From an optimization exercise on the open Yosys and OpenROAD flow, aimed at small area and a short achievable clock period; shortcuts taken in it are not production practice.
Function not checked in this run: the RTL went through the layout flow alone.
No driver is modelled on the clock port, so clocking that relies on it looks cheaper here than on a real chip.

===== flow/design.v =====
module mac_fa (input a, input b, input c, output s, output co);
  assign s  = a ^ b ^ c;
  assign co = (a & b) | (a & c) | (b & c);
endmodule
module mac_ha (input a, input b, output s, output co);
  assign s  = a ^ b;
  assign co = a & b;
endmodule
module mac_pe_in (
  input             clk,
  input             finish,
  input      [15:0] i_up,
  input      [15:0] i_left,
  output reg [15:0] o_down,
  output reg [15:0] o_right,
  output reg [15:0] o_result
);
  reg  [15:0] sum;        
  wire [15:0] op_u = i_up;
  wire [15:0] op_l = i_left;
  wire [15:0] acc_n = ~(sum & {16{~finish}});
  wire [15:0] pp_n [0:15];
  genvar gi, gj;
  generate for (gi = 0; gi < 16; gi = gi + 1) begin : ppi
    for (gj = 0; gj < 16; gj = gj + 1) begin : ppj
      assign pp_n[gi][gj] = ~(op_u[gi] & op_l[gj]);
    end
  end endgenerate
  wire s1, c2;
  mac_fa us1 (pp_n[0][2], pp_n[1][1], pp_n[2][0], s1, c2);
  wire s3, c4;
  mac_fa us3 (pp_n[0][3], pp_n[1][2], pp_n[2][1], s3, c4);
  wire s5, c6;
  mac_fa us5 (pp_n[3][0], c2, 1'b1, s5, c6);
  wire s7, c8;
  mac_fa us7 (pp_n[0][4], pp_n[1][3], pp_n[2][2], s7, c8);
  wire s9, c10;
  mac_fa us9 (pp_n[3][1], pp_n[4][0], c4, s9, c10);
  wire s11, c12;
  mac_fa us11 (s7, c6, s9, s11, c12);
  wire s13, c14;
  mac_fa us13 (pp_n[0][5], pp_n[1][4], pp_n[2][3], s13, c14);
  wire s15, c16;
  mac_fa us15 (pp_n[3][2], pp_n[4][1], pp_n[5][0], s15, c16);
  wire s17, c18;
  mac_fa us17 (c8, s13, s15, s17, c18);
  wire s19, c20;
  mac_fa us19 (c10, s17, 1'b1, s19, c20);
  wire s21, c22;
  mac_fa us21 (pp_n[0][6], pp_n[1][5], pp_n[2][4], s21, c22);
  wire s23, c24;
  mac_fa us23 (pp_n[3][3], pp_n[4][2], pp_n[5][1], s23, c24);
  wire s25, c26;
  mac_fa us25 (pp_n[6][0], c14, c16, s25, c26);
  wire s27, c28;
  mac_fa us27 (s21, s23, c18, s27, c28);
  wire s29, c30;
  mac_fa us29 (s25, s27, c20, s29, c30);
  wire s31, c32;
  mac_fa us31 (pp_n[0][7], pp_n[1][6], pp_n[2][5], s31, c32);
  wire s33, c34;
  mac_fa us33 (pp_n[3][4], pp_n[4][3], pp_n[5][2], s33, c34);
  wire s35, c36;
  mac_fa us35 (pp_n[6][1], pp_n[7][0], c22, s35, c36);
  wire s37, c38;
  mac_fa us37 (c24, s31, s33, s37, c38);
  wire s39, c40;
  mac_fa us39 (c26, s35, s37, s39, c40);
  wire s41, c42;
  mac_fa us41 (c28, s39, 1'b1, s41, c42);
  wire s43, c44;
  mac_fa us43 (pp_n[0][8], pp_n[1][7], pp_n[2][6], s43, c44);
  wire s45, c46;
  mac_fa us45 (pp_n[3][5], pp_n[4][4], pp_n[5][3], s45, c46);
  wire s47, c48;
  mac_fa us47 (pp_n[6][2], pp_n[7][1], pp_n[8][0], s47, c48);
  wire s49, c50;
  mac_fa us49 (c32, c34, s43, s49, c50);
  wire s51, c52;
  mac_fa us51 (s45, s47, c36, s51, c52);
  wire s53, c54;
  mac_fa us53 (c38, s49, acc_n[0], s53, c54);
  wire s55, c56;
  mac_fa us55 (s51, c40, s53, s55, c56);
  wire s57, c58;
  mac_fa us57 (pp_n[0][9], pp_n[1][8], pp_n[2][7], s57, c58);
  wire s59, c60;
  mac_fa us59 (pp_n[3][6], pp_n[4][5], pp_n[5][4], s59, c60);
  wire s61, c62;
  mac_fa us61 (pp_n[6][3], pp_n[7][2], pp_n[8][1], s61, c62);
  wire s63, c64;
  mac_fa us63 (pp_n[9][0], c44, c46, s63, c64);
  wire s65, c66;
  mac_fa us65 (c48, s57, s59, s65, c66);
  wire s67, c68;
  mac_fa us67 (s61, c50, s63, s67, c68);
  wire s69, c70;
  mac_fa us69 (s65, c52, acc_n[1], s69, c70);
  wire s71, c72;
  mac_fa us71 (s67, c54, s69, s71, c72);
  wire s73, c74;
  mac_fa us73 (pp_n[0][10], pp_n[1][9], pp_n[2][8], s73, c74);
  wire s75, c76;
  mac_fa us75 (pp_n[3][7], pp_n[4][6], pp_n[5][5], s75, c76);
  wire s77, c78;
  mac_fa us77 (pp_n[6][4], pp_n[7][3], pp_n[8][2], s77, c78);
  wire s79, c80;
  mac_fa us79 (pp_n[9][1], pp_n[10][0], c58, s79, c80);
  wire s81, c82;
  mac_fa us81 (c60, c62, s73, s81, c82);
  wire s83, c84;
  mac_fa us83 (s75, s77, c64, s83, c84);
  wire s85, c86;
  mac_fa us85 (s79, c66, s81, s85, c86);
  wire s87, c88;
  mac_fa us87 (acc_n[2], c68, s83, s87, c88);
  wire s89, c90;
  mac_fa us89 (s85, c70, s87, s89, c90);
  wire s91, c92;
  mac_fa us91 (pp_n[0][11], pp_n[1][10], pp_n[2][9], s91, c92);
  wire s93, c94;
  mac_fa us93 (pp_n[3][8], pp_n[4][7], pp_n[5][6], s93, c94);
  wire s95, c96;
  mac_fa us95 (pp_n[6][5], pp_n[7][4], pp_n[8][3], s95, c96);
  wire s97, c98;
  mac_fa us97 (pp_n[9][2], pp_n[10][1], pp_n[11][0], s97, c98);
  wire s99, c100;
  mac_fa us99 (c74, c76, c78, s99, c100);
  wire s101, c102;
  mac_fa us101 (s91, s93, s95, s101, c102);
  wire s103, c104;
  mac_fa us103 (s97, c80, c82, s103, c104);
  wire s105, c106;
  mac_fa us105 (s99, s101, c84, s105, c106);
  wire s107, c108;
  mac_fa us107 (acc_n[3], s103, c86, s107, c108);
  wire s109, c110;
  mac_fa us109 (s105, c88, s107, s109, c110);
  wire s111, c112;
  mac_fa us111 (pp_n[0][12], pp_n[1][11], pp_n[2][10], s111, c112);
  wire s113, c114;
  mac_fa us113 (pp_n[3][9], pp_n[4][8], pp_n[5][7], s113, c114);
  wire s115, c116;
  mac_fa us115 (pp_n[6][6], pp_n[7][5], pp_n[8][4], s115, c116);
  wire s117, c118;
  mac_fa us117 (pp_n[9][3], pp_n[10][2], pp_n[11][1], s117, c118);
  wire s119, c120;
  mac_fa us119 (pp_n[12][0], c92, c94, s119, c120);
  wire s121, c122;
  mac_fa us121 (c96, c98, s111, s121, c122);
  wire s123, c124;
  mac_fa us123 (s113, s115, s117, s123, c124);
  wire s125, c126;
  mac_fa us125 (c100, s119, c102, s125, c126);
  wire s127, c128;
  mac_fa us127 (s121, s123, c104, s127, c128);
  wire s129, c130;
  mac_fa us129 (acc_n[4], s125, c106, s129, c130);
  wire s131, c132;
  mac_fa us131 (s127, c108, s129, s131, c132);
  wire s133, c134;
  mac_fa us133 (pp_n[0][13], pp_n[1][12], pp_n[2][11], s133, c134);
  wire s135, c136;
  mac_fa us135 (pp_n[3][10], pp_n[4][9], pp_n[5][8], s135, c136);
  wire s137, c138;
  mac_fa us137 (pp_n[6][7], pp_n[7][6], pp_n[8][5], s137, c138);
  wire s139, c140;
  mac_fa us139 (pp_n[9][4], pp_n[10][3], pp_n[11][2], s139, c140);
  wire s141, c142;
  mac_fa us141 (pp_n[12][1], pp_n[13][0], c112, s141, c142);
  wire s143, c144;
  mac_fa us143 (c114, c116, c118, s143, c144);
  wire s145, c146;
  mac_fa us145 (s133, s135, s137, s145, c146);
  wire s147, c148;
  mac_fa us147 (s139, c120, c122, s147, c148);
  wire s149, c150;
  mac_fa us149 (s141, c124, s143, s149, c150);
  wire s151, c152;
  mac_fa us151 (s145, acc_n[5], c126, s151, c152);
  wire s153, c154;
  mac_fa us153 (s147, s149, c128, s153, c154);
  wire s155, c156;
  mac_fa us155 (s151, c130, s153, s155, c156);
  wire s157, c158;
  mac_fa us157 (pp_n[0][14], pp_n[1][13], pp_n[2][12], s157, c158);
  wire s159, c160;
  mac_fa us159 (pp_n[3][11], pp_n[4][10], pp_n[5][9], s159, c160);
  wire s161, c162;
  mac_fa us161 (pp_n[6][8], pp_n[7][7], pp_n[8][6], s161, c162);
  wire s163, c164;
  mac_fa us163 (pp_n[9][5], pp_n[10][4], pp_n[11][3], s163, c164);
  wire s165, c166;
  mac_fa us165 (pp_n[12][2], pp_n[13][1], pp_n[14][0], s165, c166);
  wire s167, c168;
  mac_fa us167 (c134, c136, c138, s167, c168);
  wire s169, c170;
  mac_fa us169 (c140, s157, s159, s169, c170);
  wire s171, c172;
  mac_fa us171 (s161, s163, s165, s171, c172);
  wire s173, c174;
  mac_fa us173 (c142, c144, c146, s173, c174);
  wire s175, c176;
  mac_fa us175 (s167, s169, s171, s175, c176);
  wire s177, c178;
  mac_fa us177 (c148, acc_n[6], c150, s177, c178);
  wire s179, c180;
  mac_fa us179 (s173, s175, c152, s179, c180);
  wire s181, c182;
  mac_fa us181 (s177, c154, s179, s181, c182);
  wire s183, c184;
  mac_fa us183 (pp_n[0][15], pp_n[1][14], pp_n[2][13], s183, c184);
  wire s185, c186;
  mac_fa us185 (pp_n[3][12], pp_n[4][11], pp_n[5][10], s185, c186);
  wire s187, c188;
  mac_fa us187 (pp_n[6][9], pp_n[7][8], pp_n[8][7], s187, c188);
  wire s189, c190;
  mac_fa us189 (pp_n[9][6], pp_n[10][5], pp_n[11][4], s189, c190);
  wire s191, c192;
  mac_fa us191 (pp_n[12][3], pp_n[13][2], pp_n[14][1], s191, c192);
  wire s193, c194;
  mac_fa us193 (pp_n[15][0], c158, c160, s193, c194);
  wire s195, c196;
  mac_fa us195 (c162, c164, c166, s195, c196);
  wire s197, c198;
  mac_fa us197 (s183, s185, s187, s197, c198);
  wire s199, c200;
  mac_fa us199 (s189, s191, c168, s199, c200);
  wire s201, c202;
  mac_fa us201 (c170, s193, c172, s201, c202);
  wire s203, c204;
  mac_fa us203 (s195, s197, acc_n[7], s203, c204);
  wire s205, c206;
  mac_fa us205 (c174, s199, c176, s205, c206);
  wire s207, c208;
  mac_fa us207 (s201, c178, s203, s207, c208);
  wire s209, c210;
  mac_fa us209 (s205, c180, s207, s209, c210);
  wire s211, c212;
  mac_fa us211 (pp_n[1][15], pp_n[2][14], pp_n[3][13], s211, c212);
  wire s213, c214;
  mac_fa us213 (pp_n[4][12], pp_n[5][11], pp_n[6][10], s213, c214);
  wire s215, c216;
  mac_fa us215 (pp_n[7][9], pp_n[8][8], pp_n[9][7], s215, c216);
  wire s217, c218;
  mac_fa us217 (pp_n[10][6], pp_n[11][5], pp_n[12][4], s217, c218);
  wire s219, c220;
  mac_fa us219 (pp_n[13][3], pp_n[14][2], pp_n[15][1], s219, c220);
  wire s221, c222;
  mac_fa us221 (c184, c186, c188, s221, c222);
  wire s223, c224;
  mac_fa us223 (c190, c192, s211, s223, c224);
  wire s225, c226;
  mac_fa us225 (s213, s215, s217, s225, c226);
  wire s227, c228;
  mac_fa us227 (s219, c194, c196, s227, c228);
  wire s229, c230;
  mac_fa us229 (c198, s221, s223, s229, c230);
  wire s231, c232;
  mac_fa us231 (s225, c200, acc_n[8], s231, c232);
  wire s233, c234;
  mac_fa us233 (s227, c202, s229, s233, c234);
  wire s235, c236;
  mac_fa us235 (c204, s231, c206, s235, c236);
  wire s237, c238;
  mac_fa us237 (s233, c208, s235, s237, c238);
  wire s239, c240;
  mac_fa us239 (pp_n[2][15], pp_n[3][14], pp_n[4][13], s239, c240);
  wire s241, c242;
  mac_fa us241 (pp_n[5][12], pp_n[6][11], pp_n[7][10], s241, c242);
  wire s243, c244;
  mac_fa us243 (pp_n[8][9], pp_n[9][8], pp_n[10][7], s243, c244);
  wire s245, c246;
  mac_fa us245 (pp_n[11][6], pp_n[12][5], pp_n[13][4], s245, c246);
  wire s247, c248;
  mac_fa us247 (pp_n[14][3], pp_n[15][2], c212, s247, c248);
  wire s249, c250;
  mac_fa us249 (c214, c216, c218, s249, c250);
  wire s251, c252;
  mac_fa us251 (c220, s239, s241, s251, c252);
  wire s253, c254;
  mac_fa us253 (s243, s245, c222, s253, c254);
  wire s255, c256;
  mac_fa us255 (c224, s247, c226, s255, c256);
  wire s257, c258;
  mac_fa us257 (s249, s251, c228, s257, c258);
  wire s259, c260;
  mac_fa us259 (acc_n[9], s253, c230, s259, c260);
  wire s261, c262;
  mac_fa us261 (s255, c232, s257, s261, c262);
  wire s263, c264;
  mac_fa us263 (s259, c234, c236, s263, c264);
  wire s265, c266;
  mac_fa us265 (s261, s263, c238, s265, c266);
  wire s267, c268;
  mac_fa us267 (pp_n[3][15], pp_n[4][14], pp_n[5][13], s267, c268);
  wire s269, c270;
  mac_fa us269 (pp_n[6][12], pp_n[7][11], pp_n[8][10], s269, c270);
  wire s271, c272;
  mac_fa us271 (pp_n[9][9], pp_n[10][8], pp_n[11][7], s271, c272);
  wire s273, c274;
  mac_fa us273 (pp_n[12][6], pp_n[13][5], pp_n[14][4], s273, c274);
  wire s275, c276;
  mac_fa us275 (pp_n[15][3], c240, c242, s275, c276);
  wire s277, c278;
  mac_fa us277 (c244, c246, s267, s277, c278);
  wire s279, c280;
  mac_fa us279 (s269, s271, s273, s279, c280);
  wire s281, c282;
  mac_fa us281 (c248, c250, c252, s281, c282);
  wire s283, c284;
  mac_fa us283 (s275, s277, s279, s283, c284);
  wire s285, c286;
  mac_fa us285 (c254, acc_n[10], c256, s285, c286);
  wire s287, c288;
  mac_fa us287 (s281, s283, c258, s287, c288);
  wire s289, c290;
  mac_fa us289 (c260, s285, c262, s289, c290);
  wire s291, c292;
  mac_fa us291 (s287, c264, s289, s291, c292);
  wire s293, c294;
  mac_fa us293 (pp_n[4][15], pp_n[5][14], pp_n[6][13], s293, c294);
  wire s295, c296;
  mac_fa us295 (pp_n[7][12], pp_n[8][11], pp_n[9][10], s295, c296);
  wire s297, c298;
  mac_fa us297 (pp_n[10][9], pp_n[11][8], pp_n[12][7], s297, c298);
  wire s299, c300;
  mac_fa us299 (pp_n[13][6], pp_n[14][5], pp_n[15][4], s299, c300);
  wire s301, c302;
  mac_fa us301 (c268, c270, c272, s301, c302);
  wire s303, c304;
  mac_fa us303 (c274, s293, s295, s303, c304);
  wire s305, c306;
  mac_fa us305 (s297, s299, c276, s305, c306);
  wire s307, c308;
  mac_fa us307 (c278, c280, s301, s307, c308);
  wire s309, c310;
  mac_fa us309 (s303, acc_n[11], c282, s309, c310);
  wire s311, c312;
  mac_fa us311 (s305, c284, s307, s311, c312);
  wire s313, c314;
  mac_fa us313 (c286, s309, s311, s313, c314);
  wire s315, c316;
  mac_fa us315 (c288, s313, c290, s315, c316);
  wire s317, c318;
  mac_fa us317 (pp_n[5][15], pp_n[6][14], pp_n[7][13], s317, c318);
  wire s319, c320;
  mac_fa us319 (pp_n[8][12], pp_n[9][11], pp_n[10][10], s319, c320);
  wire s321, c322;
  mac_fa us321 (pp_n[11][9], pp_n[12][8], pp_n[13][7], s321, c322);
  wire s323, c324;
  mac_fa us323 (pp_n[14][6], pp_n[15][5], c294, s323, c324);
  wire s325, c326;
  mac_fa us325 (c296, c298, c300, s325, c326);
  wire s327, c328;
  mac_fa us327 (s317, s319, s321, s327, c328);
  wire s329, c330;
  mac_fa us329 (c302, s323, c304, s329, c330);
  wire s331, c332;
  mac_fa us331 (s325, s327, c306, s331, c332);
  wire s333, c334;
  mac_fa us333 (acc_n[12], c308, s329, s333, c334);
  wire s335, c336;
  mac_fa us335 (s331, c310, c312, s335, c336);
  wire s337, c338;
  mac_fa us337 (s333, s335, c314, s337, c338);
  wire s339, c340;
  mac_fa us339 (pp_n[6][15], pp_n[7][14], pp_n[8][13], s339, c340);
  wire s341, c342;
  mac_fa us341 (pp_n[9][12], pp_n[10][11], pp_n[11][10], s341, c342);
  wire s343, c344;
  mac_fa us343 (pp_n[12][9], pp_n[13][8], pp_n[14][7], s343, c344);
  wire s345, c346;
  mac_fa us345 (pp_n[15][6], c318, c320, s345, c346);
  wire s347, c348;
  mac_fa us347 (c322, s339, s341, s347, c348);
  wire s349, c350;
  mac_fa us349 (s343, c324, c326, s349, c350);
  wire s351, c352;
  mac_fa us351 (s345, c328, s347, s351, c352);
  wire s353, c354;
  mac_fa us353 (acc_n[13], c330, s349, s353, c354);
  wire s355, c356;
  mac_fa us355 (s351, c332, c334, s355, c356);
  wire s357, c358;
  mac_fa us357 (s353, c336, s355, s357, c358);
  wire s359, c360;
  mac_fa us359 (pp_n[7][15], pp_n[8][14], pp_n[9][13], s359, c360);
  wire s361, c362;
  mac_fa us361 (pp_n[10][12], pp_n[11][11], pp_n[12][10], s361, c362);
  wire s363, c364;
  mac_fa us363 (pp_n[13][9], pp_n[14][8], pp_n[15][7], s363, c364);
  wire s365, c366;
  mac_fa us365 (c340, c342, c344, s365, c366);
  wire s367, c368;
  mac_fa us367 (s359, s361, s363, s367, c368);
  wire s369, c370;
  mac_fa us369 (c346, c348, s365, s369, c370);
  wire s371, c372;
  mac_fa us371 (s367, c350, acc_n[14], s371, c372);
  wire s373, c374;
  mac_fa us373 (c352, s369, c354, s373, c374);
  wire s375, c376;
  mac_fa us375 (s371, c356, s373, s375, c376);
  wire s377, c378;
  mac_fa us377 (pp_n[8][15], pp_n[9][14], pp_n[10][13], s377, c378);
  wire s379, c380;
  mac_fa us379 (pp_n[11][12], pp_n[12][11], pp_n[13][10], s379, c380);
  wire s381, c382;
  mac_fa us381 (pp_n[14][9], pp_n[15][8], c360, s381, c382);
  wire s383, c384;
  mac_fa us383 (c362, c364, s377, s383, c384);
  wire s385, c386;
  mac_fa us385 (s379, c366, s381, s385, c386);
  wire s387, c388;
  mac_fa us387 (c368, s383, acc_n[15], s387, c388);
  wire s389, c390;
  mac_fa us389 (c370, s385, c372, s389, c390);
  wire s391, c392;
  mac_fa us391 (s387, c374, s389, s391, c392);
  wire [23:0] row_x_n = {c376, c358, c338, s337, s315, s291, s265, c210, c182, c156, c132, c110, c90, c72, c56, c42, c30, s29, c12, s11, s3, s1, pp_n[0][1], pp_n[0][0]};
  wire [23:0] row_y_n = {s391, s375, s357, c316, c292, c266, 1'b1, s237, s209, s181, s155, s131, s109, s89, s71, s55, s41, 1'b1, s19, 1'b1, s5, 1'b1, pp_n[1][0], 1'b1};
  wire [23:0] tot_n = row_x_n + row_y_n + 1'b1;
  always @(posedge clk) begin
    o_down   <= i_up;
    o_right  <= i_left;
    o_result <= finish ? sum : o_result;
    sum      <= ~tot_n[23:8];
  end
endmodule
module mac_pe_edge (
  input             clk,
  input             finish,
  input      [15:0] i_up,
  input      [15:0] i_left,
  output reg [15:0] o_down,
  output reg [15:0] o_right,
  output reg [15:0] o_result
);
  reg  [15:0] acc_n;      
  wire [15:0] op_u = o_down;
  wire [15:0] op_l = o_right;
  wire [15:0] pp_n [0:15];
  genvar gi, gj;
  generate for (gi = 0; gi < 16; gi = gi + 1) begin : ppi
    for (gj = 0; gj < 16; gj = gj + 1) begin : ppj
      assign pp_n[gi][gj] = ~(op_u[gi] & op_l[gj]);
    end
  end endgenerate
  wire s1, c2;
  mac_fa us1 (pp_n[0][2], pp_n[1][1], pp_n[2][0], s1, c2);
  wire s3, c4;
  mac_fa us3 (pp_n[0][3], pp_n[1][2], pp_n[2][1], s3, c4);
  wire s5, c6;
  mac_fa us5 (pp_n[3][0], c2, 1'b1, s5, c6);
  wire s7, c8;
  mac_fa us7 (pp_n[0][4], pp_n[1][3], pp_n[2][2], s7, c8);
  wire s9, c10;
  mac_fa us9 (pp_n[3][1], pp_n[4][0], c4, s9, c10);
  wire s11, c12;
  mac_fa us11 (s7, c6, s9, s11, c12);
  wire s13, c14;
  mac_fa us13 (pp_n[0][5], pp_n[1][4], pp_n[2][3], s13, c14);
  wire s15, c16;
  mac_fa us15 (pp_n[3][2], pp_n[4][1], pp_n[5][0], s15, c16);
  wire s17, c18;
  mac_fa us17 (c8, s13, s15, s17, c18);
  wire s19, c20;
  mac_fa us19 (c10, s17, 1'b1, s19, c20);
  wire s21, c22;
  mac_fa us21 (pp_n[0][6], pp_n[1][5], pp_n[2][4], s21, c22);
  wire s23, c24;
  mac_fa us23 (pp_n[3][3], pp_n[4][2], pp_n[5][1], s23, c24);
  wire s25, c26;
  mac_fa us25 (pp_n[6][0], c14, c16, s25, c26);
  wire s27, c28;
  mac_fa us27 (s21, s23, c18, s27, c28);
  wire s29, c30;
  mac_fa us29 (s25, s27, c20, s29, c30);
  wire s31, c32;
  mac_fa us31 (pp_n[0][7], pp_n[1][6], pp_n[2][5], s31, c32);
  wire s33, c34;
  mac_fa us33 (pp_n[3][4], pp_n[4][3], pp_n[5][2], s33, c34);
  wire s35, c36;
  mac_fa us35 (pp_n[6][1], pp_n[7][0], c22, s35, c36);
  wire s37, c38;
  mac_fa us37 (c24, s31, s33, s37, c38);
  wire s39, c40;
  mac_fa us39 (c26, s35, s37, s39, c40);
  wire s41, c42;
  mac_fa us41 (c28, s39, 1'b1, s41, c42);
  wire s43, c44;
  mac_fa us43 (pp_n[0][8], pp_n[1][7], pp_n[2][6], s43, c44);
  wire s45, c46;
  mac_fa us45 (pp_n[3][5], pp_n[4][4], pp_n[5][3], s45, c46);
  wire s47, c48;
  mac_fa us47 (pp_n[6][2], pp_n[7][1], pp_n[8][0], s47, c48);
  wire s49, c50;
  mac_fa us49 (c32, c34, s43, s49, c50);
  wire s51, c52;
  mac_fa us51 (s45, s47, acc_n[0], s51, c52);
  wire s53, c54;
  mac_fa us53 (c36, c38, s49, s53, c54);
  wire s55, c56;
  mac_fa us55 (s51, c40, s53, s55, c56);
  wire s57, c58;
  mac_fa us57 (pp_n[0][9], pp_n[1][8], pp_n[2][7], s57, c58);
  wire s59, c60;
  mac_fa us59 (pp_n[3][6], pp_n[4][5], pp_n[5][4], s59, c60);
  wire s61, c62;
  mac_fa us61 (pp_n[6][3], pp_n[7][2], pp_n[8][1], s61, c62);
  wire s63, c64;
  mac_fa us63 (pp_n[9][0], c44, c46, s63, c64);
  wire s65, c66;
  mac_fa us65 (c48, s57, s59, s65, c66);
  wire s67, c68;
  mac_fa us67 (s61, acc_n[1], c50, s67, c68);
  wire s69, c70;
  mac_fa us69 (s63, s65, c52, s69, c70);
  wire s71, c72;
  mac_fa us71 (s67, c54, s69, s71, c72);
  wire s73, c74;
  mac_fa us73 (pp_n[0][10], pp_n[1][9], pp_n[2][8], s73, c74);
  wire s75, c76;
  mac_fa us75 (pp_n[3][7], pp_n[4][6], pp_n[5][5], s75, c76);
  wire s77, c78;
  mac_fa us77 (pp_n[6][4], pp_n[7][3], pp_n[8][2], s77, c78);
  wire s79, c80;
  mac_fa us79 (pp_n[9][1], pp_n[10][0], c58, s79, c80);
  wire s81, c82;
  mac_fa us81 (c60, c62, s73, s81, c82);
  wire s83, c84;
  mac_fa us83 (s75, s77, acc_n[2], s83, c84);
  wire s85, c86;
  mac_fa us85 (c64, s79, c66, s85, c86);
  wire s87, c88;
  mac_fa us87 (s81, s83, c68, s87, c88);
  wire s89, c90;
  mac_fa us89 (s85, c70, s87, s89, c90);
  wire s91, c92;
  mac_fa us91 (pp_n[0][11], pp_n[1][10], pp_n[2][9], s91, c92);
  wire s93, c94;
  mac_fa us93 (pp_n[3][8], pp_n[4][7], pp_n[5][6], s93, c94);
  wire s95, c96;
  mac_fa us95 (pp_n[6][5], pp_n[7][4], pp_n[8][3], s95, c96);
  wire s97, c98;
  mac_fa us97 (pp_n[9][2], pp_n[10][1], pp_n[11][0], s97, c98);
  wire s99, c100;
  mac_fa us99 (c74, c76, c78, s99, c100);
  wire s101, c102;
  mac_fa us101 (s91, s93, s95, s101, c102);
  wire s103, c104;
  mac_fa us103 (s97, acc_n[3], c80, s103, c104);
  wire s105, c106;
  mac_fa us105 (c82, s99, s101, s105, c106);
  wire s107, c108;
  mac_fa us107 (c84, s103, c86, s107, c108);
  wire s109, c110;
  mac_fa us109 (s105, c88, s107, s109, c110);
  wire s111, c112;
  mac_fa us111 (pp_n[0][12], pp_n[1][11], pp_n[2][10], s111, c112);
  wire s113, c114;
  mac_fa us113 (pp_n[3][9], pp_n[4][8], pp_n[5][7], s113, c114);
  wire s115, c116;
  mac_fa us115 (pp_n[6][6], pp_n[7][5], pp_n[8][4], s115, c116);
  wire s117, c118;
  mac_fa us117 (pp_n[9][3], pp_n[10][2], pp_n[11][1], s117, c118);
  wire s119, c120;
  mac_fa us119 (pp_n[12][0], c92, c94, s119, c120);
  wire s121, c122;
  mac_fa us121 (c96, c98, s111, s121, c122);
  wire s123, c124;
  mac_fa us123 (s113, s115, s117, s123, c124);
  wire s125, c126;
  mac_fa us125 (acc_n[4], c100, s119, s125, c126);
  wire s127, c128;
  mac_fa us127 (c102, s121, s123, s127, c128);
  wire s129, c130;
  mac_fa us129 (c104, s125, c106, s129, c130);
  wire s131, c132;
  mac_fa us131 (s127, c108, s129, s131, c132);
  wire s133, c134;
  mac_fa us133 (pp_n[0][13], pp_n[1][12], pp_n[2][11], s133, c134);
  wire s135, c136;
  mac_fa us135 (pp_n[3][10], pp_n[4][9], pp_n[5][8], s135, c136);
  wire s137, c138;
  mac_fa us137 (pp_n[6][7], pp_n[7][6], pp_n[8][5], s137, c138);
  wire s139, c140;
  mac_fa us139 (pp_n[9][4], pp_n[10][3], pp_n[11][2], s139, c140);
  wire s141, c142;
  mac_fa us141 (pp_n[12][1], pp_n[13][0], c112, s141, c142);
  wire s143, c144;
  mac_fa us143 (c114, c116, c118, s143, c144);
  wire s145, c146;
  mac_fa us145 (s133, s135, s137, s145, c146);
  wire s147, c148;
  mac_fa us147 (s139, acc_n[5], c120, s147, c148);
  wire s149, c150;
  mac_fa us149 (c122, s141, c124, s149, c150);
  wire s151, c152;
  mac_fa us151 (s143, s145, c126, s151, c152);
  wire s153, c154;
  mac_fa us153 (s147, c128, s149, s153, c154);
  wire s155, c156;
  mac_fa us155 (s151, c130, s153, s155, c156);
  wire s157, c158;
  mac_fa us157 (pp_n[0][14], pp_n[1][13], pp_n[2][12], s157, c158);
  wire s159, c160;
  mac_fa us159 (pp_n[3][11], pp_n[4][10], pp_n[5][9], s159, c160);
  wire s161, c162;
  mac_fa us161 (pp_n[6][8], pp_n[7][7], pp_n[8][6], s161, c162);
  wire s163, c164;
  mac_fa us163 (pp_n[9][5], pp_n[10][4], pp_n[11][3], s163, c164);
  wire s165, c166;
  mac_fa us165 (pp_n[12][2], pp_n[13][1], pp_n[14][0], s165, c166);
  wire s167, c168;
  mac_fa us167 (c134, c136, c138, s167, c168);
  wire s169, c170;
  mac_fa us169 (c140, s157, s159, s169, c170);
  wire s171, c172;
  mac_fa us171 (s161, s163, s165, s171, c172);
  wire s173, c174;
  mac_fa us173 (acc_n[6], c142, c144, s173, c174);
  wire s175, c176;
  mac_fa us175 (c146, s167, s169, s175, c176);
  wire s177, c178;
  mac_fa us177 (s171, c148, c150, s177, c178);
  wire s179, c180;
  mac_fa us179 (s173, s175, c152, s179, c180);
  wire s181, c182;
  mac_fa us181 (s177, c154, s179, s181, c182);
  wire s183, c184;
  mac_fa us183 (pp_n[0][15], pp_n[1][14], pp_n[2][13], s183, c184);
  wire s185, c186;
  mac_fa us185 (pp_n[3][12], pp_n[4][11], pp_n[5][10], s185, c186);
  wire s187, c188;
  mac_fa us187 (pp_n[6][9], pp_n[7][8], pp_n[8][7], s187, c188);
  wire s189, c190;
  mac_fa us189 (pp_n[9][6], pp_n[10][5], pp_n[11][4], s189, c190);
  wire s191, c192;
  mac_fa us191 (pp_n[12][3], pp_n[13][2], pp_n[14][1], s191, c192);
  wire s193, c194;
  mac_fa us193 (pp_n[15][0], c158, c160, s193, c194);
  wire s195, c196;
  mac_fa us195 (c162, c164, c166, s195, c196);
  wire s197, c198;
  mac_fa us197 (s183, s185, s187, s197, c198);
  wire s199, c200;
  mac_fa us199 (s189, s191, acc_n[7], s199, c200);
  wire s201, c202;
  mac_fa us201 (c168, c170, s193, s201, c202);
  wire s203, c204;
  mac_fa us203 (c172, s195, s197, s203, c204);
  wire s205, c206;
  mac_fa us205 (s199, c174, c176, s205, c206);
  wire s207, c208;
  mac_fa us207 (s201, s203, c178, s207, c208);
  wire s209, c210;
  mac_fa us209 (s205, c180, s207, s209, c210);
  wire s211, c212;
  mac_fa us211 (pp_n[1][15], pp_n[2][14], pp_n[3][13], s211, c212);
  wire s213, c214;
  mac_fa us213 (pp_n[4][12], pp_n[5][11], pp_n[6][10], s213, c214);
  wire s215, c216;
  mac_fa us215 (pp_n[7][9], pp_n[8][8], pp_n[9][7], s215, c216);
  wire s217, c218;
  mac_fa us217 (pp_n[10][6], pp_n[11][5], pp_n[12][4], s217, c218);
  wire s219, c220;
  mac_fa us219 (pp_n[13][3], pp_n[14][2], pp_n[15][1], s219, c220);
  wire s221, c222;
  mac_fa us221 (c184, c186, c188, s221, c222);
  wire s223, c224;
  mac_fa us223 (c190, c192, s211, s223, c224);
  wire s225, c226;
  mac_fa us225 (s213, s215, s217, s225, c226);
  wire s227, c228;
  mac_fa us227 (s219, acc_n[8], c194, s227, c228);
  wire s229, c230;
  mac_fa us229 (c196, c198, s221, s229, c230);
  wire s231, c232;
  mac_fa us231 (s223, s225, c200, s231, c232);
  wire s233, c234;
  mac_fa us233 (s227, c202, c204, s233, c234);
  wire s235, c236;
  mac_fa us235 (s229, s231, c206, s235, c236);
  wire s237, c238;
  mac_fa us237 (s233, c208, s235, s237, c238);
  wire s239, c240;
  mac_fa us239 (pp_n[2][15], pp_n[3][14], pp_n[4][13], s239, c240);
  wire s241, c242;
  mac_fa us241 (pp_n[5][12], pp_n[6][11], pp_n[7][10], s241, c242);
  wire s243, c244;
  mac_fa us243 (pp_n[8][9], pp_n[9][8], pp_n[10][7], s243, c244);
  wire s245, c246;
  mac_fa us245 (pp_n[11][6], pp_n[12][5], pp_n[13][4], s245, c246);
  wire s247, c248;
  mac_fa us247 (pp_n[14][3], pp_n[15][2], c212, s247, c248);
  wire s249, c250;
  mac_fa us249 (c214, c216, c218, s249, c250);
  wire s251, c252;
  mac_fa us251 (c220, s239, s241, s251, c252);
  wire s253, c254;
  mac_fa us253 (s243, s245, acc_n[9], s253, c254);
  wire s255, c256;
  mac_fa us255 (c222, c224, s247, s255, c256);
  wire s257, c258;
  mac_fa us257 (c226, s249, s251, s257, c258);
  wire s259, c260;
  mac_fa us259 (c228, s253, c230, s259, c260);
  wire s261, c262;
  mac_fa us261 (s255, c232, s257, s261, c262);
  wire s263, c264;
  mac_fa us263 (c234, s259, s261, s263, c264);
  wire s265, c266;
  mac_fa us265 (c236, s263, 1'b1, s265, c266);
  wire s267, c268;
  mac_fa us267 (pp_n[3][15], pp_n[4][14], pp_n[5][13], s267, c268);
  wire s269, c270;
  mac_fa us269 (pp_n[6][12], pp_n[7][11], pp_n[8][10], s269, c270);
  wire s271, c272;
  mac_fa us271 (pp_n[9][9], pp_n[10][8], pp_n[11][7], s271, c272);
  wire s273, c274;
  mac_fa us273 (pp_n[12][6], pp_n[13][5], pp_n[14][4], s273, c274);
  wire s275, c276;
  mac_fa us275 (pp_n[15][3], c240, c242, s275, c276);
  wire s277, c278;
  mac_fa us277 (c244, c246, s267, s277, c278);
  wire s279, c280;
  mac_fa us279 (s269, s271, s273, s279, c280);
  wire s281, c282;
  mac_fa us281 (acc_n[10], c248, c250, s281, c282);
  wire s283, c284;
  mac_fa us283 (c252, s275, s277, s283, c284);
  wire s285, c286;
  mac_fa us285 (s279, c254, c256, s285, c286);
  wire s287, c288;
  mac_fa us287 (s281, c258, s283, s287, c288);
  wire s289, c290;
  mac_fa us289 (c260, s285, c262, s289, c290);
  wire s291, c292;
  mac_fa us291 (s287, c264, s289, s291, c292);
  wire s293, c294;
  mac_fa us293 (pp_n[4][15], pp_n[5][14], pp_n[6][13], s293, c294);
  wire s295, c296;
  mac_fa us295 (pp_n[7][12], pp_n[8][11], pp_n[9][10], s295, c296);
  wire s297, c298;
  mac_fa us297 (pp_n[10][9], pp_n[11][8], pp_n[12][7], s297, c298);
  wire s299, c300;
  mac_fa us299 (pp_n[13][6], pp_n[14][5], pp_n[15][4], s299, c300);
  wire s301, c302;
  mac_fa us301 (c268, c270, c272, s301, c302);
  wire s303, c304;
  mac_fa us303 (c274, s293, s295, s303, c304);
  wire s305, c306;
  mac_fa us305 (s297, s299, acc_n[11], s305, c306);
  wire s307, c308;
  mac_fa us307 (c276, c278, c280, s307, c308);
  wire s309, c310;
  mac_fa us309 (s301, s303, s305, s309, c310);
  wire s311, c312;
  mac_fa us311 (c282, c284, s307, s311, c312);
  wire s313, c314;
  mac_fa us313 (c286, s309, c288, s313, c314);
  wire s315, c316;
  mac_fa us315 (s311, c290, s313, s315, c316);
  wire s317, c318;
  mac_fa us317 (pp_n[5][15], pp_n[6][14], pp_n[7][13], s317, c318);
  wire s319, c320;
  mac_fa us319 (pp_n[8][12], pp_n[9][11], pp_n[10][10], s319, c320);
  wire s321, c322;
  mac_fa us321 (pp_n[11][9], pp_n[12][8], pp_n[13][7], s321, c322);
  wire s323, c324;
  mac_fa us323 (pp_n[14][6], pp_n[15][5], c294, s323, c324);
  wire s325, c326;
  mac_fa us325 (c296, c298, c300, s325, c326);
  wire s327, c328;
  mac_fa us327 (s317, s319, s321, s327, c328);
  wire s329, c330;
  mac_fa us329 (acc_n[12], c302, s323, s329, c330);
  wire s331, c332;
  mac_fa us331 (c304, s325, s327, s331, c332);
  wire s333, c334;
  mac_fa us333 (c306, c308, s329, s333, c334);
  wire s335, c336;
  mac_fa us335 (s331, c310, c312, s335, c336);
  wire s337, c338;
  mac_fa us337 (s333, c314, s335, s337, c338);
  wire s339, c340;
  mac_fa us339 (pp_n[6][15], pp_n[7][14], pp_n[8][13], s339, c340);
  wire s341, c342;
  mac_fa us341 (pp_n[9][12], pp_n[10][11], pp_n[11][10], s341, c342);
  wire s343, c344;
  mac_fa us343 (pp_n[12][9], pp_n[13][8], pp_n[14][7], s343, c344);
  wire s345, c346;
  mac_fa us345 (pp_n[15][6], c318, c320, s345, c346);
  wire s347, c348;
  mac_fa us347 (c322, s339, s341, s347, c348);
  wire s349, c350;
  mac_fa us349 (s343, acc_n[13], c324, s349, c350);
  wire s351, c352;
  mac_fa us351 (c326, s345, c328, s351, c352);
  wire s353, c354;
  mac_fa us353 (s347, s349, c330, s353, c354);
  wire s355, c356;
  mac_fa us355 (c332, s351, c334, s355, c356);
  wire s357, c358;
  mac_fa us357 (s353, c336, s355, s357, c358);
  wire s359, c360;
  mac_fa us359 (pp_n[7][15], pp_n[8][14], pp_n[9][13], s359, c360);
  wire s361, c362;
  mac_fa us361 (pp_n[10][12], pp_n[11][11], pp_n[12][10], s361, c362);
  wire s363, c364;
  mac_fa us363 (pp_n[13][9], pp_n[14][8], pp_n[15][7], s363, c364);
  wire s365, c366;
  mac_fa us365 (c340, c342, c344, s365, c366);
  wire s367, c368;
  mac_fa us367 (s359, s361, s363, s367, c368);
  wire s369, c370;
  mac_fa us369 (acc_n[14], c346, c348, s369, c370);
  wire s371, c372;
  mac_fa us371 (s365, s367, c350, s371, c372);
  wire s373, c374;
  mac_fa us373 (c352, s369, s371, s373, c374);
  wire s375, c376;
  mac_fa us375 (c354, c356, s373, s375, c376);
  wire s377, c378;
  mac_fa us377 (pp_n[8][15], pp_n[9][14], pp_n[10][13], s377, c378);
  wire s379, c380;
  mac_fa us379 (pp_n[11][12], pp_n[12][11], pp_n[13][10], s379, c380);
  wire s381, c382;
  mac_fa us381 (pp_n[14][9], pp_n[15][8], c360, s381, c382);
  wire s383, c384;
  mac_fa us383 (c362, c364, s377, s383, c384);
  wire s385, c386;
  mac_fa us385 (s379, acc_n[15], c366, s385, c386);
  wire s387, c388;
  mac_fa us387 (s381, c368, s383, s387, c388);
  wire s389, c390;
  mac_fa us389 (c370, s385, s387, s389, c390);
  wire s391, c392;
  mac_fa us391 (c372, s389, c374, s391, c392);
  wire [23:0] row_x_n = {s391, c358, c338, c316, c292, s291, c238, c210, c182, c156, c132, c110, c90, c72, c56, c42, c30, s29, c12, s11, s3, s1, pp_n[0][1], pp_n[0][0]};
  wire [23:0] row_y_n = {c376, s375, s357, s337, s315, c266, s265, s237, s209, s181, s155, s131, s109, s89, s71, s55, s41, 1'b1, s19, 1'b1, s5, 1'b1, pp_n[1][0], 1'b1};
  wire [23:0] tot_n = row_x_n + row_y_n + 1'b1;
  always @(posedge clk) begin
    o_down   <= i_up;
    o_right  <= i_left;
    o_result <= finish ? ~tot_n[23:8] : o_result;
    acc_n    <= finish ? 16'hffff : tot_n[23:8];
  end
endmodule
module single_kernel #(
  parameter SIZE = 8,
  parameter DATA_WIDTH = 16
) (
  input clk,
  input [SIZE*SIZE-1:0] finish,
  input [SIZE*DATA_WIDTH-1:0] in_up,
  input [SIZE*DATA_WIDTH-1:0] in_left,
  output [SIZE*DATA_WIDTH-1:0] pass_down,
  output [SIZE*DATA_WIDTH-1:0] pass_right,
  output [SIZE*SIZE*DATA_WIDTH-1:0] out_matrix,
  output [SIZE*DATA_WIDTH-1:0] out_diagonal
);
  wire [SIZE*SIZE*16-1:0] d, r;
  genvar i, j;
  generate
    for (i = 0; i < SIZE; i = i + 1) begin : row
      for (j = 0; j < SIZE; j = j + 1) begin : col
        if (i == SIZE-1 || j == SIZE-1) begin : edge_pe
          mac_pe_edge pe (
            .clk     (clk),
            .finish  (finish[i*SIZE + j]),
            .i_up    (i == SIZE-1 ? in_up  [16*j +: 16] : d[16*((i+1)*SIZE + j) +: 16]),
            .i_left  (j == SIZE-1 ? in_left[16*i +: 16] : r[16*(i*SIZE + j + 1) +: 16]),
            .o_down  (d[16*(i*SIZE + j) +: 16]),
            .o_right (r[16*(i*SIZE + j) +: 16]),
            .o_result(out_matrix[16*(i*SIZE + j) +: 16]));
        end else begin : inner_pe
          mac_pe_in pe (
            .clk     (clk),
            .finish  (finish[i*SIZE + j]),
            .i_up    (d[16*((i+1)*SIZE + j) +: 16]),
            .i_left  (r[16*(i*SIZE + j + 1) +: 16]),
            .o_down  (d[16*(i*SIZE + j) +: 16]),
            .o_right (r[16*(i*SIZE + j) +: 16]),
            .o_result(out_matrix[16*(i*SIZE + j) +: 16]));
        end
      end
      assign pass_down   [16*i +: 16] = d[16*i +: 16];
      assign pass_right  [16*i +: 16] = r[16*(i*SIZE) +: 16];
      assign out_diagonal[16*i +: 16] = out_matrix[16*(i*SIZE + i) +: 16];
    end
  endgenerate
endmodule

===== flow/flow/run.sh =====
#!/bin/bash
# Own layout flow: the standard synthesis and layout, with
#  - each port placed on the die's edge next to the PE it belongs to
#    (flow/pre_io.tcl);
#  - port buffers of a faster cell than the default, the output ones moved
#    next to the registers that drive them (flow/pre_resize.tcl);
#  - hold repair with 0.1 ns of margin, and timing repair aimed at a 4.7 ns period (the clock stays 11 ns), with
#    the later clock modelled as ideal latency until clock tree synthesis
#    (flow/pre_floorplan.tcl).
# Each step's full output goes to a log of its own in this folder.
set -euo pipefail
here=$(pwd)
bash standard.sh synth > log_synth.txt 2>&1
bash standard.sh \
  PRE_FLOORPLAN_TCL="$here/flow/pre_floorplan.tcl" \
  PRE_IO_PLACEMENT_TCL="$here/flow/pre_io.tcl" \
  LATE_REGEX='inner_pe.pe.sum|edge_pe.pe.(acc_n|o_result)' \
  LATE_LATENCY=0.7 \
  PRE_CTS_TCL="$here/flow/pre_cts.tcl" \
  ROOT_CHAIN="" \
  OP_CHAIN="sky130_fd_sc_hd__clkbuf_16" \
  SKEW_CHAIN="sky130_fd_sc_hd__clkdlybuf4s50_1,sky130_fd_sc_hd__clkdlybuf4s25_1,sky130_fd_sc_hd__clkbuf_16" \
  PRE_RESIZE_TCL="$here/flow/pre_resize.tcl" \
  CTS_ARGS="-sink_clustering_enable -repair_clock_nets -no_insertion_delay -clk_nets {clk_op clk_late}" \
  BUFFER_PORTS_ARGS="-buffer_cell sky130_fd_sc_hd__buf_2" \
  SETUP_SLACK_MARGIN=6.3 \
  HOLD_SLACK_MARGIN=0.1 \
  finish > log_layout.txt 2>&1

===== flow/flow/pre_cts.tcl =====
# Before clock tree synthesis: split the clock into two branches.
#  - clk_op: all other registers, behind OP_CHAIN;
#  - clk_late: the registers LATE_REGEX matches,
#    behind SKEW_CHAIN, a chain of delay buffers.
# Clock tree synthesis then builds one tree per branch, so those registers are
# clocked later than the operand registers that feed their multiply-add
# logic: useful skew between registers inside the
# design. Both branches start in the middle of the core, driven from the
# clock port directly or through ROOT_CHAIN next to the port.
set block [ord::get_db_block]
set db [ord::get_db]
set clk_net [[$block findBTerm clk] getNet]
set core [$block getCoreArea]
set cx [expr {([$core xMin] + [$core xMax]) / 2}]
set cy [expr {([$core yMin] + [$core yMax]) / 2}]
set pin [lindex [[$block findBTerm clk] getBPins] 0]
set pb [$pin getBBox]
set px [expr {min(max(([$pb xMin] + [$pb xMax]) / 2, [$core xMin] + 10000), [$core xMax] - 10000)}]
set py [expr {min(max(([$pb yMin] + [$pb yMax]) / 2, [$core yMin] + 10000), [$core yMax] - 10000)}]

proc add_chain {block db from cells name x y} {
  set prev $from
  set i 0
  foreach cell $cells {
    set inst [odb::dbInst_create $block [$db findMaster $cell] ${name}_buf_$i]
    if {$i == [llength $cells] - 1} {
      set net [odb::dbNet_create $block $name]
    } else {
      set net [odb::dbNet_create $block ${name}_$i]
    }
    $net setSigType CLOCK
    [$inst findITerm A] connect $prev
    [$inst findITerm X] connect $net
    $inst setLocation [expr {$x + 4000 * $i}] $y
    $inst setPlacementStatus PLACED
    set prev $net
    incr i
  }
  return $prev
}

# move every register clock pin off the port's net first
set op_pins {}
set late_pins {}
foreach inst [$block getInsts] {
  set it [$inst findITerm CLK]
  if {$it eq "NULL" || [$it getNet] ne $clk_net} { continue }
  $it disconnect
  if {[regexp $::env(LATE_REGEX) [$inst getName]]} {
    lappend late_pins $it
  } else {
    lappend op_pins $it
  }
}
if {$::env(ROOT_CHAIN) eq ""} { set root_net $clk_net } else { set root_net [add_chain $block $db $clk_net [split $::env(ROOT_CHAIN) ,] clk_root $px $py] }
set op_net [add_chain $block $db $root_net [split $::env(OP_CHAIN) ,] clk_op $cx [expr {$cy - 8000}]]
set late_net [add_chain $block $db $root_net [split $::env(SKEW_CHAIN) ,] clk_late $cx [expr {$cy + 8000}]]
# the ideal latency set before floorplanning (flow/pre_floorplan.tcl) goes:
# from here on the clock is the real one
foreach it $late_pins {
  set inst [$it getInst]
  unset_clock_latency [get_pins -of_objects [get_cells [$inst getName]] -filter "direction == input && is_clock"]
}
foreach it $op_pins { $it connect $op_net }
foreach it $late_pins { $it connect $late_net }
puts "clock branches: [llength $op_pins] registers on clk_op ($::env(OP_CHAIN)), [llength $late_pins] on clk_late ($::env(SKEW_CHAIN))"

===== flow/flow/pre_floorplan.tcl =====
# Before the first timing repair: model the later clock of the registers
# LATE_REGEX matches (flow/pre_cts.tcl builds it) as ideal clock latency,
# so that repairs before clock tree synthesis see the paths as they will
# be. Clock tree synthesis replaces it with the real, propagated clock.
set late {}
foreach inst [[ord::get_db_block] getInsts] {
  if {[regexp $::env(LATE_REGEX) [$inst getName]]} {
    lappend late [get_pins -of_objects [get_cells [$inst getName]] -filter "direction == input && is_clock"]
  }
}
set_clock_latency $::env(LATE_LATENCY) $late
puts "ideal clock latency $::env(LATE_LATENCY) ns on [llength $late] register clock pins"

===== flow/flow/pre_io.tcl =====
namespace eval pio {
  set die [[ord::get_db_block] getDieArea]
  set dw [expr {[$die xMax] / 1000.0}]
  set dh [expr {[$die yMax] / 1000.0}]
  set n 8
  set m 10.0   ;# keep clear of the corners (um)
}

proc pio::span {lo hi len} {
  return "[format %.1f $lo]-[format %.1f $hi]"
}

# x range of column c and y range of row r, in um
proc pio::colx {c} {
  variable dw; variable n; variable m
  set w [expr {($dw - 2*$m) / $n}]
  set i [expr {$n - 1 - $c}]
  return [list [expr {$m + $i*$w}] [expr {$m + ($i+1)*$w}]]
}
proc pio::rowy {r} {
  variable dh; variable n; variable m
  set h [expr {($dh - 2*$m) / $n}]
  return [list [expr {$m + $r*$h}] [expr {$m + ($r+1)*$h}]]
}

proc pio::lane {bus k} {
  set l {}
  for {set b 0} {$b < 16} {incr b} { lappend l "$bus\[[expr {16*$k + $b}]\]" }
  return $l
}

set n $pio::n
for {set k 0} {$k < $n} {incr k} {
  lassign [pio::colx $k] x0 x1
  lassign [pio::rowy $k] y0 y1
  set_io_pin_constraint -pin_names [pio::lane in_up $k] -region "top:[pio::span $x0 $x1 0]"
  set_io_pin_constraint -pin_names [pio::lane pass_down $k] -region "bottom:[pio::span $x0 $x1 0]"
  set_io_pin_constraint -pin_names [pio::lane in_left $k] -region "left:[pio::span $y0 $y1 0]"
  set_io_pin_constraint -pin_names [pio::lane pass_right $k] -region "right:[pio::span $y0 $y1 0]"
}
for {set r 0} {$r < $n} {incr r} {
  for {set c 0} {$c < $n} {incr c} {
    set p [expr {$n*$r + $c}]
    set pins [pio::lane out_matrix $p]
    if {$r == $c} { set pins [concat $pins [pio::lane out_diagonal $r]] }
    lappend pins "finish\[$p\]"
    # distances to the edges, in PEs
    set d [list [list top [expr {$n - 1 - $r}]] [list bottom $r] [list left [expr {$n - 1 - $c}]] [list right $c]]
    set best [lindex [lsort -integer -index 1 $d] 0]
    set edge [lindex $best 0]
    if {$edge eq "top" || $edge eq "bottom"} {
      lassign [pio::colx $c] a0 a1
    } else {
      lassign [pio::rowy $r] a0 a1
    }
    set_io_pin_constraint -pin_names $pins -region "$edge:[pio::span $a0 $a1 0]"
  }
}
puts "pin regions set for the 8x8 array"

===== flow/flow/pre_resize.tcl =====
# After global placement: move each output port's buffer next to the cell
# that drives it, so that the long wire to the port at the die's edge is
# driven by the buffer rather than by a register.
set block [ord::get_db_block]
set n 0
foreach bterm [$block getBTerms] {
  if {[$bterm getIoType] ne "OUTPUT"} { continue }
  set net [$bterm getNet]
  if {$net eq "NULL"} { continue }
  set buf ""
  foreach it [$net getITerms] {
    if {[$it isOutputSignal]} { set buf [$it getInst] }
  }
  if {$buf eq ""} { continue }
  set a [$buf findITerm A]
  if {$a eq "NULL" || [$a getNet] eq "NULL"} { continue }
  set drv ""
  foreach it [[$a getNet] getITerms] {
    if {[$it isOutputSignal]} { set drv [$it getInst] }
  }
  if {$drv eq ""} { continue }
  set loc [$drv getLocation]
  $buf setLocation [lindex $loc 0] [lindex $loc 1]
  incr n
}
puts "output port buffers moved next to their drivers: $n"

===== flow/standard.sh =====
#!/bin/bash
# synth_recipe.tcl (not shown) runs the flow's synth.tcl, then flattens the netlist and writes it again
# the make line also repeats each setting of config.mk as NAME=value (left out here)
make -C /OpenROAD-flow-scripts/flow DESIGN_CONFIG=/design/flow/config.mk WORK_HOME=/design/flow/orfs CLKGATE_MAP_FILE= SYNTH_SCRIPT=/design/flow/synth_recipe.tcl "${@:-finish}"

===== flow/config.mk =====
export PLATFORM = sky130hd
export DESIGN_NAME = single_kernel
export DESIGN_NICKNAME = single_kernel
export VERILOG_FILES = /design/flow/design.v
export SDC_FILE = /design/flow/constraint.sdc
export NUM_CORES = 8
export LEC_CHECK = 0
export CAP_MARGIN = 20
export CORE_MARGIN = 2
export CORE_UTILIZATION = 50
export SETUP_SLACK_MARGIN = 5
export SLEW_MARGIN = 20
export SYNTH_HIERARCHICAL = 1
export SYNTH_MINIMUM_KEEP_SIZE = 0

===== flow/constraint.sdc =====
create_clock -name core_clock -period 11.0 [get_ports {clk}]
set_input_delay 2.2000 -clock core_clock [delete_from_list [all_inputs] [get_ports {clk}]]
set_output_delay 2.2000 -clock core_clock [all_outputs]
set_load 0.01 [all_outputs]

==> metrics.md <==
| Metric | Value |
|---|---|
| Max FO, Critical Path | `17` |
| Placer congestion estimate | `between 0.9 and 1` |
| Post-synth ARST share | `0%` |
| Later-pin clock latency in the skew report | `roughly 1.9 ns` |
| Fin crit share | `43.0%` |
| Post-route ant nets | `0` |
| RR Startpoint | `row[5].col[7].edge_pe.pe.o_down[3]$_DFF_P_` |
| Final wirelength | `around 1600000 um` |
| DIE AREA | `about 0.97 mm^2` |
| HP Class | `reg2reg` |
| Fin nets | `58500` |
| Port Buffers | `about 1700` |
| Slew HR | `about two fifths` |
| Clk_skew | `0.770 ns` |
| R2R setup slack | `6.27 ns` |
| Multi-input logic area | `between 0.3 and 0.4 mm^2` |
| Mapped Area | `between 0.4 and 0.5 mm^2` |
| GRT Util Overall | `between 30% and 40%` |
| DR iter-0 viols | `roughly 31000` |
| DRC violations left | `0` |
| Startpoint Class | `flip-flop` |
| Floorplan row count | `360` |
| TritonCTS Sinks | `~4000` |
| Share of layout cells above drive strength 1 | `between 10% and 20%` |
| Tmin final | `between 4 and 5 ns` |
| CTS Hold Bufs | `0` |
| Die Width | `about 990 um` |
| Final setup viols | `0` |
| GR Overflow Total | `0` |
| Synth-to-layout area growth | `11.8%` |
| Yosys synthesis warning count | `8` |
| RSZ-0062 raised after global routing | `true` |
| EDFF count, synth | `between 1000 and 1500` |
| Ports | `~1700` |
| HPWL Detailed | `~1100000 um` |
| Seq/Total Area, Yosys | `19.1%` |
| Core ar. | `just under 1 mm^2` |
| Via density per instance | `6.05` |
| Initial Utilization | `between 50% and 60%` |
| Worst Hold Path Cells | `5` |
| Worst Tran Pin Value | `~0.86 ns` |
| Total negative slack | `0 ns` |
| Vias in the first global route | `approximately 390k` |
| TritonCTS clock tree | `yes` |
| Count of final hold-check violations | `0` |
| Syn_area_per_cell | `10.9 um^2` |
| CP required | `12.59 ns` |
| Status | `no timing/DRC/antenna violations` |
| Worst Hold End | `row[5].col[1].inner_pe.pe.sum[0]$_DFF_P_` |
| Mapped Cells | `approximately 44000` |
| Wire per inst | `about 28 um` |
| Fillers | `around 80000` |
| MaxCap Viol Count | `0` |
| Max frequency | `between 200 and 250 MHz` |
| Pin count of the biggest net entering global routing | `34` |
| Initial antenna violation count | `60` |
| Top FF cell, synth | `dfxtp_1` |
| Critical path data arrival time | `approximately 6.3 ns` |
| Placed cell area | `roughly 0.5 mm^2` |
| Die Span Y | `between 900 and 1000 um` |
| Cell variety after synth | `73` |
| Final Util | `a little under three fifths` |
| Largest area contributor in the netlist | `fa_1` |
| CP Class | `reg2reg` |
| Area contributors post-synth | `fa_1 (52%), dfxtp_1 (13%), nand2_1 (12%)` |
| Synth Register Bits | `around 4100` |
| Clk slew on worst S/H paths | `about 0.07 ns` |
| Reg2Reg Capture Point | `row[5].col[7].edge_pe.pe.o_result[13]$_DFFE_PP_` |
| Reg2Reg Depth | `13` |
| Pins Over Slew Limit | `0` |
| Hold Startpoint | `row[6].col[1].inner_pe.pe.o_down[0]$_DFF_P_` |
| Sequential cell area | `around 0.097 mm^2` |
| Design Area, Final | `~0.54 mm^2` |
| Vias | `about 350k` |
| Worst setup EP type | `flip-flop` |
| TritonRoute pass-1 iters | `9` |
| Global-route wire length before repair | `2400000 um` |
| Synth top area share | `a little over half` |
-- Yosys stat by module, one instance, submodules excluded --
module | flops+latches | area [um^2]
mac_pe_in | 64 | 3560
mac_pe_edge | 64 | 3690
single_kernel | 0 | 961
mac_fa | 0 | 20.0
-- worst max-delay path by stage --
stage | slack, ns | endpoint | startpoint | depth (start not counted)
finish | 6.27 | row[5].col[7].edge_pe.pe.o_result[13]$_DFFE_PP_ | row[5].col[7].edge_pe.pe.o_down[3]$_DFF_P_ | 13
global route | 6.22 | row[2].col[7].edge_pe.pe.acc_n[9]$_SDFF_PP1_ | row[2].col[7].edge_pe.pe.o_right[5]$_DFF_P_ | 14
CTS | 6.27 | out_matrix[502] | row[3].col[7].edge_pe.pe.o_result[6]$_DFFE_PP_ | 1
detailed placement | 5.54 | row[4].col[6].inner_pe.pe.sum[15]$_DFF_P_ | finish[38] | 12
global placement | 5.60 | row[4].col[6].inner_pe.pe.sum[15]$_DFF_P_ | finish[38] | 12
floorplan | 6.30 | row[7].col[1].edge_pe.pe.acc_n[12]$_SDFF_PP1_ | row[7].col[1].edge_pe.pe.o_right[6]$_DFF_P_ | 16
-- routing by layer --
metal	share of wire, %	vias up	wire length, um	track usage, %
li1	-	139000	-	-
met1	35	184000	570000	40.0
met2	46	21500	748000	51.4
met3	10	5087	169000	8.36
met4	7.8	22	126000	20.9
met5	0.0095	-	153	0.0146
-- sequential cells by signal, summed over array words and instances, names as in the netlist --
signal,count
row.col.edge_pe.pe.acc_n,240
row.col.edge_pe.pe.o_down,240
row.col.edge_pe.pe.o_result,240
row.col.edge_pe.pe.o_right,240
row.col.inner_pe.pe.o_down,784
row.col.inner_pe.pe.o_result,784
row.col.inner_pe.pe.o_right,784
row.col.inner_pe.pe.sum,784
-- worst max-delay path: stages (launching register included) --
cell and delay, ns:
dfxtp_4 0.52, nand2_1 0.14, fa_1 0.49, fa_1 0.56
fa_1 0.46, fa_2 0.53, fa_2 0.61, fa_2 0.47
ha_4 0.33, buf_4 0.13, nand4_1 0.16, o311ai_2 0.32
a21boi_1 0.19, xor2_1 0.19
-- placed cells by master (no fill, tap or decap), types with 241 or more instances in the layout --
master,count
dfxtp_4,1154
edfxtp_1,1024
nor2_1,628
a21o_1,301
buf_12,245
nand3_1,241
fa_1,12300
dfxtp_1,1564
buf_4,591
xnor2_1,265
inv_1,316
o21ai_0,565
a21oi_1,687
nand2b_1,846
buf_2,1672
clkbuf_16,693
dfxtp_2,354
nand2_1,15400
xor2_1,497
ha_1,863
-- what timing repair did --
item                                     CTS  global route
pin swaps                                 11           125
endpoints found under the setup margin   661           632
buffers inserted                          53           529
cloned                                    51            91
gates resized for setup                 2126          1743
-- cells in the mapped netlist (109+ instances only) --
library cell      n
a211oi_1        211
nor2_1          651
xor2_1          497
a21o_1          301
nand4_1         188
o21ai_1         113
nand3_1         241
clkbuf_1       3177
mux2i_1         109
dfxtp_1        3072
o21bai_1        143
nand2_1       15400
nor3_1          222
xnor2_1         267
ha_1           1103
nand2b_1        912
a21oi_1         813
buf_4           128
inv_1           316
fa_1          12500
a211o_1         113
and3_1          147
edfxtp_1       1024
o21ai_0         580
-- area by class of cell, without the clock buffers --
class                      count  share of cell area, %
antenna                       40                 0.0186
buffer                         4                 0.0130
clock inverter               332                  0.705
inverter                     316                  0.220
multi-input combinational  36700                   70.7
sequential                  4096                   18.0
tap                        12900                   2.99
timing repair buffer        2829                   4.41
-- cells by family (layout without fill, tap and decap cells) --
| group | Yosys count | count (layout) | share of synthesized area (%) |
|---|---|---|---|
| multiplexers | 109 | 109 | 0.226 |
| other | 64 | 247 | 0.0499 |
| adder cells (fa/ha/maj) | 13600 | 13600 | 55.0 |
| AND/OR/NAND/NOR | 18600 | 18600 | 16.1 |
| flip-flops | 4096 | 4096 | 19.1 |
| buffers and inverters | 3666 | 4180 | 2.96 |
| AO/OA/AOI/OAI | 3384 | 3384 | 5.15 |
| XOR/XNOR | 764 | 764 | 1.39 |
-- per-stage QoR --
step	std cells	setup slack, ns	hold slack (ns)
6_report	57900	6.27	0.267
5_1_grt	57900	6.22	0.342
4_1_cts	57200	6.27	0.293
3_5_place_dp	56100	5.54	0.426
3_3_place_gp	56100	5.60	0.414
2_1_floorplan	44500	6.30	0.141

-- afterwards: timing with drivers on the ports --
How much do the figures lean on ideal ports? The routed layout below was timed once more, with nothing changed but the port constraints.
Step 1 (the two cells are an assumption about what drives the block):
set clk [get_ports {clk}]
set_driving_cell -lib_cell sky130_fd_sc_hd__clkbuf_16 $clk
set_driving_cell -lib_cell sky130_fd_sc_hd__buf_2 [delete_from_list [all_inputs] $clk]
Step 2, shift: input delay + t, output delay - t, t = (earliest + latest rising clock arrival at the registers) / 2. This alone moves slack from input paths to output paths.
Slacks: no drivers / after step 1 / after step 2; pairs: no drivers / after step 1.
t (ns): 1.662
slack for setup (ns): 6.269 / 6.194 / 4.999
worst hold slack (ns): 0.267 / 0.271 / 0.271
latest minus earliest clock arrival (ns): 0.784 / 0.779
Clock arrivals are far apart in this run, so t is only a midpoint there and step 2 fits no single register. The setup slack of this run moves by -0.075 ns with the drivers and by -1.270 ns with both steps.
